Source: an optimization exercise on an open RTL-to-GDS flow (aim: small area, a short achievable clock period and few clock cycles). Production flows keep margins and buffers that such runs may drop. Function was checked by simulation only, so behaviour that the tests miss may differ from the original. No driver is modelled on the clock port, so clock power and skew are understated where the tree is cut down; a real chip needs a root buffer or a tree. No activity file was given, so power comes from the tool's default toggle rates.

==> run a: inputs <==
## LBP
module LBP(  clk,reset,gray_addr,gray_req,gray_ready,gray_data,lbp_addr,lbp_valid,lbp_data,finish );
==> module LBP, before the edit <==
module LBP(  clk,reset,gray_addr,gray_req,gray_ready,gray_data,lbp_addr,lbp_valid,lbp_data,finish );
input           clk;
input           reset;
input           gray_ready;
input   [7:0]   gray_data;
output          gray_req;
output          lbp_valid;
output          finish;
output  [7:0]   lbp_data;
output  [13:0]  gray_addr;
output  [13:0]  lbp_addr;
reg             gray_req;    
reg             run;         
reg             lbp_valid;
reg             finish;
reg     [7:0]   lbp_data;
reg     [13:0]  lbp_addr;
reg     [6:0]   row;
reg     [6:0]   col;
reg     [2:0]   j;           
reg             eol;         
reg             lastrow;     
assign gray_addr = {row, col};
reg     [7:0]   p1, p2, p3, p4, p5, p6, p7, p8, p9;
reg             q1;
reg     [2:0]   q2, q3, q4, q5, q6, q7, q8;
reg     [3:0]   q9;
reg             b3;          
wire    [7:0]   x = gray_data;
function [1:0] cmpl;
    input [7:0] a;
    input [7:0] b;
    reg hgt, hlt, lge, lle;
    begin
        hgt = a[7:4] > b[7:4]; hlt = a[7:4] < b[7:4];
        lge = a[3:0] >= b[3:0]; lle = a[3:0] <= b[3:0];
        cmpl = {hgt | (~hlt & lge), hlt | (~hgt & lle)};
    end
endfunction
wire    [1:0]   cx9 = cmpl(x, p9);      
wire            done = eol & lastrow & (col == 7'd127);
always @(posedge clk or posedge reset)
begin
    if (reset) begin
        gray_req  <= 1'b0;
        run       <= 1'b0;
        finish    <= 1'b0;
        lbp_valid <= 1'b0;
    end else begin
        lbp_valid <= run & (j[2] | j[1]) & (row[6:1] != 6'd0);
        if (run) begin
            if (done) begin
                gray_req <= 1'b0;
                run      <= 1'b0;
                finish   <= 1'b1;
            end
        end else if (gray_ready & ~finish) begin
            gray_req <= 1'b1;
            run      <= 1'b1;
        end
    end
end
always @(posedge clk)
begin
    if (~run) begin
        row     <= 7'd0;
        col     <= 7'd0;
        j       <= 3'd0;
        eol     <= 1'b0;
        lastrow <= 1'b0;
    end else begin
        j     <= j + 3'd1;
        eol   <= (j == 3'd6);
        if (eol) begin
            row     <= row + 7'd1;
            lastrow <= (row == 7'd126);
            col     <= lastrow ? col - 7'd1 : col - 7'd7;
        end else
            col     <= col + 7'd1;
    end
end
always @(posedge clk)
begin
    p1 <= x;  p2 <= p1; p3 <= p2; p4 <= p3; p5 <= p4;
    p6 <= p5; p7 <= p6; p8 <= p7; p9 <= p8;
    q1 <= cx9[0];
    q2 <= {p8 >= p1, p9 >= p1, q1};
    q3 <= q2; q4 <= q3; q5 <= q4; q6 <= q5; q7 <= q6; q8 <= q7;
    q9 <= {p1 >= p8, q8};
    b3 <= p9 >= p8;
    lbp_data <= {cx9[1], p1 >= p9, q9[3], p8 >= p9, b3, q9[2:0]};
    lbp_addr <= {row - 7'd1, col - 7'd1};
end
endmodule
Settings: LEC_CHECK=0, CAP_MARGIN=20, CORE_MARGIN=2, CORE_UTILIZATION=50, SETUP_SLACK_MARGIN=2.45, SLEW_MARGIN=20; clock period 4.0 ns.
standard.sh (not shown) runs the stock make flow with config.mk's settings and CLKGATE_MAP_FILE= SYNTH_SCRIPT=/design/flow/synth_recipe.tcl, a recipe that flattens the netlist after the stock synthesis.
==> flow/flow/run.sh <==
#!/bin/bash
HERE=$(cd "$(dirname "$0")" && pwd)
export PRE_CTS_TCL=$HERE/cts_manual.tcl
export CTS_MANUAL_NROOT=4
export CTS_MANUAL_NLEAF=0
export CTS_MANUAL_ROOTBUF=sky130_fd_sc_hd__clkbuf_16
export CTS_MANUAL_LEAFBUF=sky130_fd_sc_hd__clkbuf_16
export BUFFER_PORTS_ARGS="-buffer_cell sky130_fd_sc_hd__buf_2"
bash standard.sh > standard.log 2>&1
==> flow/flow/cts_manual.tcl <==
# Hand-built balanced clock tree: the clock port drives NROOT buffers; each
# drives NLEAF leaf buffers (or, with NLEAF 0, the registers directly); each
# leaf drives one spatial cluster of the register clock pins. Clusters come
# from recursive bisection of the register positions, so every register sees
# the same number of buffers.
# Estimated clock load (fF) of one cluster driven from its centroid: pin
# capacitance plus wire, the wire taken as proportional to the total
# Manhattan distance of the pins from the centroid (fitted on earlier layouts).
proc mcts_cost {items} {
  set n [llength $items]
  if {$n == 0} { return 0 }
  set sx 0; set sy 0
  foreach s $items { set sx [expr {$sx + [lindex $s 1]}]; set sy [expr {$sy + [lindex $s 2]}] }
  set cx [expr {double($sx)/$n}]; set cy [expr {double($sy)/$n}]
  set st 0
  foreach s $items { set st [expr {$st + abs([lindex $s 1]-$cx) + abs([lindex $s 2]-$cy)}] }
  return [expr {1.75*$n + 0.0258*$st/1000.0}]
}
proc mcts_best {items k} {
  if {$k <= 1 || [llength $items] <= 1} { return [list [mcts_cost $items] [list $items]] }
  set k1 [expr {$k / 2}]
  set k2 [expr {$k - $k1}]
  set n [llength $items]
  set best [list 1e30 {}]
  foreach idx {1 2} {
    set sorted [lsort -integer -index $idx $items]
    set mid [expr {double($n) * $k1 / $k}]
    set lo [expr {max(1, int($mid * 0.8))}]
    set hi [expr {min($n-1, int(ceil($mid * 1.2)))}]
    for {set n1 $lo} {$n1 <= $hi} {incr n1} {
      set l [mcts_best [lrange $sorted 0 [expr {$n1-1}]] $k1]
      if {[lindex $l 0] >= [lindex $best 0]} { continue }
      set r [mcts_best [lrange $sorted $n1 end] $k2]
      set c [expr {max([lindex $l 0], [lindex $r 0])}]
      if {$c < [lindex $best 0]} {
        set best [list $c [concat [lindex $l 1] [lindex $r 1]]]
      }
    }
  }
  return $best
}
proc mcts_split {items k} {
  set b [mcts_best $items $k]
  puts "manual_cts: $k clusters, largest estimated load [format %.1f [lindex $b 0]] fF"
  return [lindex $b 1]
}
proc mcts_buffer {block master name innet items} {
  set sx 0; set sy 0
  foreach s $items { set sx [expr {$sx + [lindex $s 1]}]; set sy [expr {$sy + [lindex $s 2]}] }
  set cx [expr {int($sx / [llength $items])}]
  set cy [expr {int($sy / [llength $items])}]
  set inst [odb::dbInst_create $block $master $name]
  set net [odb::dbNet_create $block "${name}_net"]
  $net setSigType CLOCK
  [$inst findITerm A] connect $innet
  [$inst findITerm X] connect $net
  foreach s $items { set it [lindex $s 0]; $it disconnect; $it connect $net }
  $inst setLocation $cx $cy
  $inst setPlacementStatus PLACED
  return [list [$inst findITerm A] $cx $cy]
}
proc manual_cts {nroot nleaf rootbuf leafbuf} {
  set block [ord::get_db_block]
  set clknet [$block findNet clk]
  set sinks {}
  foreach it [$clknet getITerms] {
    set bb [[$it getInst] getBBox]
    lappend sinks [list $it [expr {([$bb xMin]+[$bb xMax])/2}] [expr {([$bb yMin]+[$bb yMax])/2}]]
  }
  set rm [[ord::get_db] findMaster $rootbuf]
  if {$nleaf == 0} {
    set i 0
    foreach g [mcts_split $sinks $nroot] {
      mcts_buffer $block $rm "clkroot_$i" $clknet $g
      puts "manual_cts: root $i drives [llength $g] registers"
      incr i
    }
  } else {
    set lm [[ord::get_db] findMaster $leafbuf]
    set groups [mcts_split $sinks [expr {$nroot*$nleaf}]]
    set leaves {}
    set i 0
    foreach g $groups {
      lappend leaves [mcts_buffer $block $lm "clkleaf_$i" $clknet $g]
      puts "manual_cts: leaf $i drives [llength $g] registers"
      incr i
    }
    set i 0
    foreach g [mcts_split $leaves $nroot] {
      mcts_buffer $block $rm "clkroot_$i" $clknet $g
      puts "manual_cts: root $i drives [llength $g] leaves"
      incr i
    }
  }
  set_propagated_clock [all_clocks]
}

# cts.tcl calls clock_tree_synthesis right after this hook; build the tree
# by hand instead.
rename clock_tree_synthesis orig_clock_tree_synthesis
proc clock_tree_synthesis {args} {
  manual_cts $::env(CTS_MANUAL_NROOT) $::env(CTS_MANUAL_NLEAF) \
    $::env(CTS_MANUAL_ROOTBUF) $::env(CTS_MANUAL_LEAFBUF)
}
==> run b (differences from run a) <==
--- a/flow/design.v
+++ b/flow/design.v
@@ -24,20 +24,9 @@
 assign gray_addr = {row, col};
 reg     [7:0]   p1, p2, p3, p4, p5, p6, p7, p8, p9;
-reg             q1;
-reg     [2:0]   q2, q3, q4, q5, q6, q7, q8;
-reg     [3:0]   q9;
+reg     [2:0]   q1, q2, q3, q4, q5, q6, q7;
+reg     [3:0]   q8;
+reg     [4:0]   q9;
 reg             b3;          
 wire    [7:0]   x = gray_data;
-function [1:0] cmpl;
-    input [7:0] a;
-    input [7:0] b;
-    reg hgt, hlt, lge, lle;
-    begin
-        hgt = a[7:4] > b[7:4]; hlt = a[7:4] < b[7:4];
-        lge = a[3:0] >= b[3:0]; lle = a[3:0] <= b[3:0];
-        cmpl = {hgt | (~hlt & lge), hlt | (~hgt & lle)};
-    end
-endfunction
-wire    [1:0]   cx9 = cmpl(x, p9);      
 wire            done = eol & lastrow & (col == 7'd127);
 always @(posedge clk or posedge reset)
@@ -85,10 +74,10 @@
     p1 <= x;  p2 <= p1; p3 <= p2; p4 <= p3; p5 <= p4;
     p6 <= p5; p7 <= p6; p8 <= p7; p9 <= p8;
-    q1 <= cx9[0];
-    q2 <= {p8 >= p1, p9 >= p1, q1};
-    q3 <= q2; q4 <= q3; q5 <= q4; q6 <= q5; q7 <= q6; q8 <= q7;
-    q9 <= {p1 >= p8, q8};
+    q1 <= {p7 >= x, p8 >= x, p9 >= x};
+    q2 <= q1; q3 <= q2; q4 <= q3; q5 <= q4; q6 <= q5; q7 <= q6;
+    q8 <= {x >= p7, q7};
+    q9 <= {x >= p8, q8};
     b3 <= p9 >= p8;
-    lbp_data <= {cx9[1], p1 >= p9, q9[3], p8 >= p9, b3, q9[2:0]};
+    lbp_data <= {x >= p9, q9[4:3], p8 >= p9, b3, q9[2:0]};
     lbp_addr <= {row - 7'd1, col - 7'd1};
 end
==> flow/flow/run.sh (replaced) <==
#!/bin/bash
export CTS_ARGS="-sink_clustering_enable -repair_clock_nets -sink_clustering_size 40 -sink_clustering_max_diameter 100 -dont_use_dummy_load"
export BUFFER_PORTS_ARGS="-buffer_cell sky130_fd_sc_hd__buf_2"
bash standard.sh > standard.log 2>&1
CORE_UTILIZATION = 40   (was 50)
SETUP_SLACK_MARGIN = 2.3   (was 2.45)
removed: flow/flow/cts_manual.tcl
==> summary of the runs <==
Between run b and run a, the lower sequential power is in run a (gap about 3%, measured against run a).
Critical path depth: run a is higher than run b (5).
In run a the hold slack is better than in run b, by 57 ps.
Global-route usage: run b is lower than run a (0.33 points).
In run b the via count is higher than in run a, by about 7%.
Against run b, the cell count of run a is lower by 10%.
Between run b and run a, the lower wire length is in run a (gap 10%, measured against run a).
Of run a and run b, run b has the higher design area (gap about 7%, measured against run b).
Between run b and run a, the lower fmax is in run b (gap 9.1%, measured against run a).
==> figures <==
item	run b	run a
Share of final-layout standard cells stronger than drive strength 1	25.76%	26.68%
Register fraction of the total cell area	53.13%	55.77%
Vias in the first global route	2,795	2,503
Finished Core Util	50.66%	60.79%
Effective utilization at floorplan	40.52%	51.33%
Worst min-delay path class	in2async	reg2reg
Placed cell count	567	524
FF-to-FF End	gray_req	col[4]
Timing-limited maximum frequency	0.5874 GHz	0.6463 GHz
Ratio of layout area to synthesized area	1.2504x	1.1842x
Combined area of the multi-input logic cells	1501 µm²	1638 µm²
Status	complete, no violations	complete, no violations
Synth cell types	39	44
Crit path launch type	flop	primary input
Worst reg2reg setup slack	2400 ps	2490 ps
Met2 Usage GRT	21.27%	23.81%
Mean Syn Cell Area	11.99 µm²	12.03 µm²
Finished layout cell area	5710 µm²	5301 µm²
Setup repair bufs after CTS	16	2
Count of mapped cells out of synthesis	381	372
Testbench counts of run a, summed over its fixed seeds: cycles 258,060.
Testbench counts of run b, summed over its fixed seeds: cycles 258,060.
The clock cells of run a come from the design's own scripts or RTL, not from TritonCTS.

## what the ideal ports hide
In the flow no input, the clock included, has a driving cell. The finished layouts below were timed again as built, in two steps.
Step 1 assumes that a clkbuf_16 drives the clock port and a buf_2 every other input.
Step 2, shift: input delay + t, output delay - t, t = (earliest + latest rising clock arrival at the registers) / 2. This alone moves slack from input paths to output paths.
Slacks: ideal ports / drivers / drivers and shift; pairs: ideal ports / drivers.
run | t (ns) | setup WS [ns] | hold slack, ns | clock arrival spread, ns | pins driven straight from the clock port
run a | 0.254 | 2.453 / 2.402 / 2.244 | 0.332 / 0.332 / 0.332 | 0.009 / 0.008 | 4
run b | 0.441 | 2.297 / 2.257 / 1.985 | 0.275 / 0.253 / 0.313 | 0.025 / 0.025 | 1
After both steps every run listed still meets setup and hold. For run b, which loses most, drivers alone change the setup slack by -0.040 ns; drivers and shift together by -0.312 ns.
